Source: an optimization exercise on an open RTL-to-GDS flow (aim: small area and a short achievable clock period). Production flows keep margins and buffers that such runs may drop.
Only simulation tests tie the RTL to the original design; equivalence was not proved.
The flow treats the clock pin as an ideal source. Dropping or thinning the clock tree relies on that and would not hold on a real chip.
Power and IR drop assume default switching activity.

Setup of run 4:
==> flow/design.v <==
module garo_bias (
    input           clock,
    input           rst,
    input[7:0]      ctrl_in,
    output[7:0]     ctrl_out,
    input[31:0]     data_in,
    output[31:0]    data_out,
    input[15:0]     ro_out
);
    localparam S_IDLE       = 3'd1;
    localparam S_CALC       = 3'd2;
    localparam S_CALC_SWAP  = 3'd3;
    localparam S_SCAN       = 3'd4;
    localparam S_SCAN_SWAP  = 3'd5;
    localparam S_PRINT      = 3'd6;
    localparam S_PRINT_SWAP = 3'd7;
    reg       rst_q;
    reg[2:0]  cmd_lo;        
    reg       cmd_hi;        
    reg[2:0]  state;
    reg[2:0]  status;        
    reg       sync;
    reg       f0, f1;        
    reg[13:0] cfg;
    reg       clock_s;
    reg[31:0] div_cnt;
    reg[15:0] sampled;
    reg       enable;
    reg[31:0] cnt;           
    reg[31:0] cnt_b;         
    reg       cnt_c;         
    reg       cnt_b_c;       
    reg[31:0] result;
    reg       lock;
    reg       pend;          
    reg       muestra;       
    reg       load_d;        
    wire[3:0] sel_ro = cfg[3:0];
    wire[4:0] resol  = cfg[8:4];
    wire[4:0] fdiv   = cfg[13:9];
    assign ctrl_out = {5'b0, status};
    assign data_out = result;
    wire[2:0] cmd = cmd_hi ? 3'd3 : cmd_lo;    
    always @(posedge clock) begin
        rst_q  <= rst;
        cmd_lo <= ctrl_in[2:0];
        cmd_hi <= |ctrl_in[7:3];
        status <= (rst_q || state == S_CALC) ? 3'd1 : state;
        f0     <= (state == S_CALC) & lock;
        f1     <= f0;
        enable <= !rst_q & sync & !lock;
        if(rst_q) begin
            state <= S_IDLE;
            sync  <= 0;
            cfg   <= 0;
        end
        else case(state)
            S_IDLE: begin
                sync <= 0;
                if(cmd == 3'd2)      state <= S_CALC;
                else if(cmd == 3'd4) state <= S_SCAN;
                else if(cmd == 3'd6) state <= S_PRINT;
            end
            S_CALC: begin
                sync <= 1;
                if(f0 & f1) state <= S_CALC_SWAP;
            end
            S_CALC_SWAP:
                if(cmd == 3'd0) state <= S_IDLE;
            S_SCAN:
                if(cmd == 3'd5) begin
                    cfg   <= data_in[13:0];
                    state <= S_SCAN_SWAP;
                end
            S_SCAN_SWAP:
                if(cmd == 3'd0)      state <= S_IDLE;
                else if(cmd == 3'd4) state <= S_SCAN;
            S_PRINT:
                if(cmd == 3'd7) state <= S_PRINT_SWAP;
            S_PRINT_SWAP:
                if(cmd == 3'd0)      state <= S_IDLE;
                else if(cmd == 3'd6) state <= S_PRINT;
            default: ;
        endcase
    end
    function [27:0] inc28(input[27:0] x, input e);
        reg[6:0] all1;
        reg[27:0] t;
        integer k, j;
        begin
            for(k = 0; k < 7; k = k + 1) all1[k] = &x[4*k +: 4];
            for(k = 0; k < 7; k = k + 1) begin
                t[4*k] = e;
                for(j = 0; j < k; j = j + 1) t[4*k] = t[4*k] & all1[j];
                for(j = 1; j < 4; j = j + 1) t[4*k+j] = t[4*k+j-1] & x[4*k+j-1];
            end
            inc28 = x ^ t;
        end
    endfunction
    reg[31:0] fdiv_mask;
    integer i;
    always @* for(i = 0; i < 32; i = i + 1) fdiv_mask[i] = (i >= fdiv);
    wire div_end = |(div_cnt & fdiv_mask);
    wire tick = !clock_s & div_end;
    wire[31:0] div_inc = div_cnt + 32'd1;
    always @(posedge clock) begin
        if(rst_q) begin
            clock_s <= 1;                
            div_cnt <= 32'd1;
        end
        else if(div_end) begin
            clock_s <= !clock_s;
            div_cnt <= 32'd1;
        end
        else
            div_cnt <= div_inc;
    end
    always @(posedge clock)
        if(tick) sampled <= ro_out;
    wire[27:0] cnt_hi   = inc28(cnt[31:4], cnt_c);
    wire[27:0] cnt_b_hi = inc28(cnt_b[31:4], cnt_b_c);
    always @(posedge clock)
        muestra <= sampled[sel_ro];
    wire done = cnt[resol];
    wire count    = tick & enable & !done;
    wire complete = tick & enable & done;
    wire clear    = tick & !enable;
    wire printing = state[2] & state[1];                   
    wire resolve  = pend & (state == S_PRINT || state == S_IDLE);
    wire[4:0] cnt_lo   = {1'b0, cnt[3:0]} + count;
    wire[4:0] cnt_b_lo = {1'b0, cnt_b[3:0]} + (count & muestra);
    wire cnt_b_zero = clear & !pend | resolve;
    always @(posedge clock) begin
        cnt     <= clear ? 32'd0 : {cnt_hi, cnt_lo[3:0]};
        cnt_c   <= !clear & cnt_lo[4];
        cnt_b   <= cnt_b_zero ? 32'd0 : {cnt_b_hi, cnt_b_lo[3:0]};
        cnt_b_c <= !cnt_b_zero & cnt_b_lo[4];
        if(clear | rst_q)  lock <= 0;
        else if(complete)  lock <= 1;
    end
    always @(posedge clock) begin
        load_d <= !rst_q & complete & !printing;
        if(rst_q)
            result <= 0;
        else if(load_d | resolve)
            result <= cnt_b;
        if(rst_q | resolve)
            pend <= 0;
        else if(complete & printing)
            pend <= 1;
    end
endmodule
Settings: LEC_CHECK=0, CAP_MARGIN=20, CORE_MARGIN=2, CORE_UTILIZATION=40, PLACE_DENSITY=0.6, SLEW_MARGIN=20; clock period 10.0 ns.
standard.sh (not shown) runs the stock make flow with config.mk's settings and CLKGATE_MAP_FILE= SYNTH_SCRIPT=/design/flow/synth_recipe.tcl, a recipe that flattens the netlist after the stock synthesis.
==> flow/flow/run.sh <==
#!/bin/bash
# Layout flow: the standard ORFS flow (standard.sh: the standard synthesis
# unchanged, the same SDC, floorplan, power grid, placement and routing) with
# these changes:
#  * ports are buffered with buf_2 cells;
#  * repair_timing aims for a setup slack of 7.2 ns against the 10 ns clock
#    (SETUP_SLACK_MARGIN), so it keeps improving paths down to a ~2.8 ns period;
#  * the clock tree is built by flow/cts_tree.tcl instead of TritonCTS: the
#    clock port drives 4 clkbuf_8, each of those 2 clkbuf_16, each of those one
#    eighth of the flip-flops, grouped by place. Every flip-flop is two
#    buffers from the clock port.
# Each step's full output is in synth.log / layout.log here and in orfs/logs.
set -euo pipefail
here=$(cd "$(dirname "$0")" && pwd)
export BUFFER_PORTS_ARGS="-buffer_cell sky130_fd_sc_hd__buf_2"
export SETUP_SLACK_MARGIN=7.2
export PRE_CTS_TCL="$here/cts_tree.tcl"
export CTS_NROOT=4
export CTS_NLEAF=8
export CTS_ROOT_BUF=sky130_fd_sc_hd__clkbuf_8
export CTS_LEAF_BUF=sky130_fd_sc_hd__clkbuf_16
bash standard.sh synth > synth.log 2>&1
bash standard.sh > layout.log 2>&1
Other scripts of this flow, unchanged in this note and not shown: flow/flow/cts_tree.tcl
The inputs of run 2 differ from those of run 4 as listed below.
-- flow/design.v --
<<< run 4, line 15
    localparam S_PRINT      = 3'd6;
    localparam S_PRINT_SWAP = 3'd7;
    reg       rst_q;
    reg[2:0]  cmd_lo;        
    reg       cmd_hi;        
>>> run 2, line 15
    localparam S_PRINT      = 3'd6;
    localparam S_PRINT_SWAP = 3'd7;
    reg       rst_q, rst_qq;
    reg[2:0]  cmd_lo;        
    reg       cmd_hi;        
<<< run 4, line 44
    always @(posedge clock) begin
        rst_q  <= rst;
        cmd_lo <= ctrl_in[2:0];
        cmd_hi <= |ctrl_in[7:3];
>>> run 2, line 44
    always @(posedge clock) begin
        rst_q  <= rst;
        rst_qq <= rst_q;
        cmd_lo <= ctrl_in[2:0];
        cmd_hi <= |ctrl_in[7:3];
<<< run 4, line 130
    wire[4:0] cnt_lo   = {1'b0, cnt[3:0]} + count;
    wire[4:0] cnt_b_lo = {1'b0, cnt_b[3:0]} + (count & muestra);
    wire cnt_b_zero = clear & !pend | resolve;
    always @(posedge clock) begin
        cnt     <= clear ? 32'd0 : {cnt_hi, cnt_lo[3:0]};
>>> run 2, line 131
    wire[4:0] cnt_lo   = {1'b0, cnt[3:0]} + count;
    wire[4:0] cnt_b_lo = {1'b0, cnt_b[3:0]} + (count & muestra);
    wire cnt_b_zero = clear & !pend | resolve | rst_q;
    always @(posedge clock) begin
        cnt     <= clear ? 32'd0 : {cnt_hi, cnt_lo[3:0]};
<<< run 4, line 140
    end
    always @(posedge clock) begin
        load_d <= !rst_q & complete & !printing;
        if(rst_q)
            result <= 0;
        else if(load_d | resolve)
            result <= cnt_b;
        if(rst_q | resolve)
>>> run 2, line 141
    end
    always @(posedge clock) begin
        load_d <= complete & !printing;
        if(rst_qq | load_d | resolve)
            result <= cnt_b;
        if(rst_q | resolve)
--- outcome ---
- Cmp run 2 and run 4 / worst hold margin / lower: run 4
- Diff run 4 -> run 2: die area now sits higher, synthesis-stage register bit count now larger.
- Taking run 4 as the reference, in run 2 areal power density over the cells shows an increase of 1.1%, area after synthesis shows an increase of 2.3%.
- Per the final summary, run 2 finished and its layout is clean on timing, DRC and antenna.
No run of this note takes its clock network from TritonCTS; it comes from the design's own scripts or RTL.

port drivers added, routing unchanged:
Ports are ideal in the flow. The routed layouts listed here were re-timed in OpenROAD. Step 1 assumes that a clkbuf_16 drives the clock port and a buf_2 every other input. Step 2 moves the port delays by t, midway between the first and last clock arrival at a register: inputs arrive t later, outputs are due t later. That takes back most of the time a late clock gives input paths. a / b / c = ideal ports / drivers / drivers and shift; a / b = the first two.
run	t (ns)	slack for setup (ns)	worst setup path at the end	worst slew at a driven data input, ns	pins driven straight from the clock port
run 4	0.361	7.223 / 7.151 / 7.357	register to register	0.04	4
run 2	0.362	7.162 / 7.087 / 7.336	register to register	0.04	4
After both steps setup and hold are still met in every run listed.
